This is an optimization exercise on Yosys and OpenROAD, whose aim is small area and a short achievable clock period, not a production implementation. RTL that was checked went through simulation tests only; none was proved equivalent to the original. Power and IR drop assume default switching activity.

==> inputs of job 1414 <==
## CannyEdge
module CannyEdge(dAddrRegRow, dAddrRegCol, bWE, bCE, InData, OutData,
	OPMode, bOPEnable, dReadReg, dWriteReg, clk, rst_b);
input  [2:0] dAddrRegRow, dAddrRegCol;
input        bWE, bCE;
input  [7:0] InData;
output [7:0] OutData;
reg    [7:0] OutData;
input  [2:0] OPMode;
input        bOPEnable;
input  [3:0] dReadReg, dWriteReg;
input        clk, rst_b;
reg [7:0] x [0:24];
reg [1:0] S;
reg       y6v;           
reg [1:0] y6c;           
reg [1:0] pd;            
reg [7:0] z1;            
reg [7:0] out_gf, out_grad, out_nms;
reg [1:0] out_dir;       
reg       out_bt;
wire wr = !bCE && !bWE;
wire rd = !bCE && bWE;
wire op = bCE && !bOPEnable;
wire op0 = op && S == 2'd0;
wire op1 = op && S == 2'd1;
wire op3 = op && S == 2'd3;
wire [4:0] rdec, cdec;
genvar gi;
generate for (gi = 0; gi < 5; gi = gi + 1) begin : g_dec
	assign rdec[gi] = dAddrRegRow == gi;
	assign cdec[gi] = dAddrRegCol == gi;
end endgenerate
wire [24:0] sel;
generate for (gi = 0; gi < 25; gi = gi + 1) begin : g_sel
  ...
export LEC_CHECK = 0
export CAP_MARGIN = 20
export CORE_MARGIN = 2
export CORE_UTILIZATION = 55
export CTS_BUF_LIST = sky130_fd_sc_hd__clkbuf_8
export CTS_CLUSTER_DIAMETER = 60
export CTS_CLUSTER_SIZE = 12
export PLACE_DENSITY = 0.7
export SLEW_MARGIN = 20
create_clock -name core_clock -period 10.0 [get_ports {clk}]
standard.sh (not shown) runs the stock make flow with config.mk's settings and CLKGATE_MAP_FILE= SYNTH_SCRIPT=/design/flow/synth_recipe.tcl, a recipe that flattens the netlist after the stock synthesis.
==> flow/flow/run.sh <==
#!/bin/bash
# Standard layout with two changes:
#  - after the standard synthesis, flow/polarity.py removes inverters between
#    full adders (a full adder is self-dual, so an adder can be implemented in
#    its inverted form); registers and all other cells are untouched;
#  - timing repair aims at a setup slack margin of MARGIN ns, and the port
#    buffers are plain buffers instead of the delay cell buffer_ports picks.
set -euo pipefail
MARGIN=6.5
R=orfs/results/sky130hd/CannyEdge/base
bash standard.sh synth > log_synth.txt 2>&1
cp $R/1_2_yosys.v $R/1_2_yosys_std.v
python3 flow/polarity.py $R/1_2_yosys_std.v $R/1_2_yosys.v > log_polarity.txt 2>&1
rm -f $R/1_synth.odb $R/1_synth.sdc
bash standard.sh SETUP_SLACK_MARGIN=$MARGIN "BUFFER_PORTS_ARGS=-buffer_cell sky130_fd_sc_hd__buf_2" finish > log_finish.txt 2>&1
Other scripts of this flow, unchanged in this note and not shown: flow/flow/polarity.py
==> job 1147 (differences from job 1414) <==
--- a/flow/design.v
+++ b/flow/design.v
@@ -919,16 +919,17 @@
 wire sy_59 = sy_59_x ^ sy_57;
 wire sy_60 = sy_59_x ? sy_57 : sy_52;
 wire [10:0] gy = {1'b1, sy_58, sy_56, sy_48, sy_40, sy_32, sy_24, sy_16, sy_13, sy_5, ~x[12][0]} + {1'b0, sy_60, sy_59, sy_55, sy_47, sy_39, sy_31, sy_23, sy_15, sy_7, sy_1};
 reg [10:0] Gx, Gy;
 wire sx = Gx[10], sy = Gy[10];
 wire [9:0] ga = Gx[9:0] ^ {10{sx}};    
 wire [9:0] gb = Gy[9:0] ^ {10{sy}};    
-wire sm_1 = ~(~ga[0] ^ gb[0] ^ sx);
-wire sm_2 = ~((~ga[0] & ~gb[0]) | (~sx & (~ga[0] | ~gb[0])));
+wire sm_1_x = ga[0] ^ gb[0];
+wire sm_1 = sm_1_x ^ sx;
+wire sm_2 = sm_1_x ? sx : ga[0];
 wire sm_3 = ga[1] ^ gb[1];
 wire sm_4 = ga[1] & gb[1];
 wire sm_5 = ga[2] ^ gb[2];
 wire sm_6 = ga[2] & gb[2];
 wire sm_7 = ga[3] ^ gb[3];
 wire sm_8 = ga[3] & gb[3];
 wire sm_9 = ga[4] ^ gb[4];
@@ -1092,20 +1093,26 @@
 wire nms_max = x[6] >= xa && x[6] >= xb;
 wire nms_zero = op1 && OPMode == 3'd2 && nms_max;
 wire [3:0] pdz;    
 assign pdz[0] = nms_zero && pd == 2'd0;
 assign pdz[1] = nms_zero && pd == 2'd1;
 assign pdz[2] = nms_zero && pd == 2'd2;
 assign pdz[3] = nms_zero && pd == 2'd3;
+reg [7:0] xrow [0:4];
 reg [7:0] xsel;
-integer k;
+integer k, r;
 always @* begin
+	for (r = 0; r < 5; r = r + 1) begin
+		xrow[r] = 8'd0;
+		for (k = 0; k < 5; k = k + 1)
+			xrow[r] = xrow[r] | ({8{cdec[k]}} & x[r*5+k]);
+	end
 	xsel = 8'd0;
-	for (k = 0; k < 25; k = k + 1)
-		xsel = xsel | ({8{sel[k]}} & x[k]);
+	for (r = 0; r < 5; r = r + 1)
+		xsel = xsel | ({8{rdec[r]}} & xrow[r]);
 end
 wire hi6 = x[6] >= 8'd15;
 wire lo6 = x[6] <= 8'd10;
 wire bt = hi6 || (!lo6 && (xa >= 8'd15 || xb >= 8'd15 || za || zb));
 always @(posedge clk or negedge rst_b) begin
 	if (!rst_b)
 		S <= 2'd0;
Settings changed: CORE_UTILIZATION 55 to 50, CTS_CLUSTER_DIAMETER 60 to 80, CTS_CLUSTER_SIZE 12 to 16, PLACE_DENSITY 0.7 to 0.65.
==> notes <==
Job 1147 went through all stages and came out clean. Job 1414 passed the timing, design-rule and antenna checks.
Against job 1147, the non-clock buffer count of job 1414 is higher by 45.
Of job 1414 and job 1147, job 1414 has the higher wire length (gap about 14%, measured against job 1147).
In synthesized cell count, job 1147 and job 1414 hardly differ.
Against job 1414, the sequential share of layout area of job 1147 is higher by 0.12 points.
Of job 1414 and job 1147, job 1414 has the higher first-iteration DRC count (gap 8.9%, measured against job 1147).
In job 1414 the via count is higher than in job 1147, by about 5%.
In job 1147 the utilization is lower than in job 1414, by 6.5 points.
==> figures <==
metric                                                                             job 1147                 job 1414
Number of global-route vias before repair                                             17600                    17800
Crit path max fanout                                                                      6                        5
Post-place instance area                                                        27200 sq um              26700 sq um
Power dissipated in combinational cells                                            0.206 mW                 0.152 mW
First-pass GRT wire length                                                        116000 um                126000 um
Number of cells produced by synthesis                                                  2154                     2152
Status                                                              complete, no violations  complete, no violations
Die outline area                                                                54200 sq um              48500 sq um
Met3 global-route usage                                                              0.0723                    0.140
Register clock-pin slew on the reported worst setup and hold paths                  0.10 ns                  0.08 ns
Internal reg-to-reg setup slack                                                     6.53 ns                  6.51 ns
Number of antenna violations at the first check in global routing                         3                        2
CP endpoint                                                                          gq[35]                    Gx[9]
Detailed-route wire length                                                         80800 um                 91900 um
Number of stages on the worst setup path                                                  5                       14
Multi-input combinational cell count                                                   1584                     1588
The RTL of job 1414 was laid out without a check of its function.

what the ideal ports hide:
The flow's constraints put no driver on any port. The routed layouts listed below were extracted and timed again, unchanged, in two steps. Step 1 (the two cells are an assumption about what drives the block):
set clk [get_ports {clk}]
set_driving_cell -lib_cell sky130_fd_sc_hd__clkbuf_16 $clk
set_driving_cell -lib_cell sky130_fd_sc_hd__buf_2 [delete_from_list [all_inputs] $clk]
Step 2, shift: input delay + t, output delay - t, t = (earliest + latest rising clock arrival at the registers) / 2. This alone moves slack from input paths to output paths. Slacks: no drivers / after step 1 / after step 2; pairs: no drivers / after step 1.
run	t (ns)	setup slack, ns	worst setup path at the end	cell pins on the clock port's net
job 1414	0.678	6.507 / 6.507 / 5.914	input to register	1
job 1147	0.694	6.533 / 6.533 / 5.877	input to register	1
After both steps every run listed still meets setup and hold. The setup slack of job 1147, which loses most, moves by 0.000 ns with the drivers and by -0.656 ns with both steps.
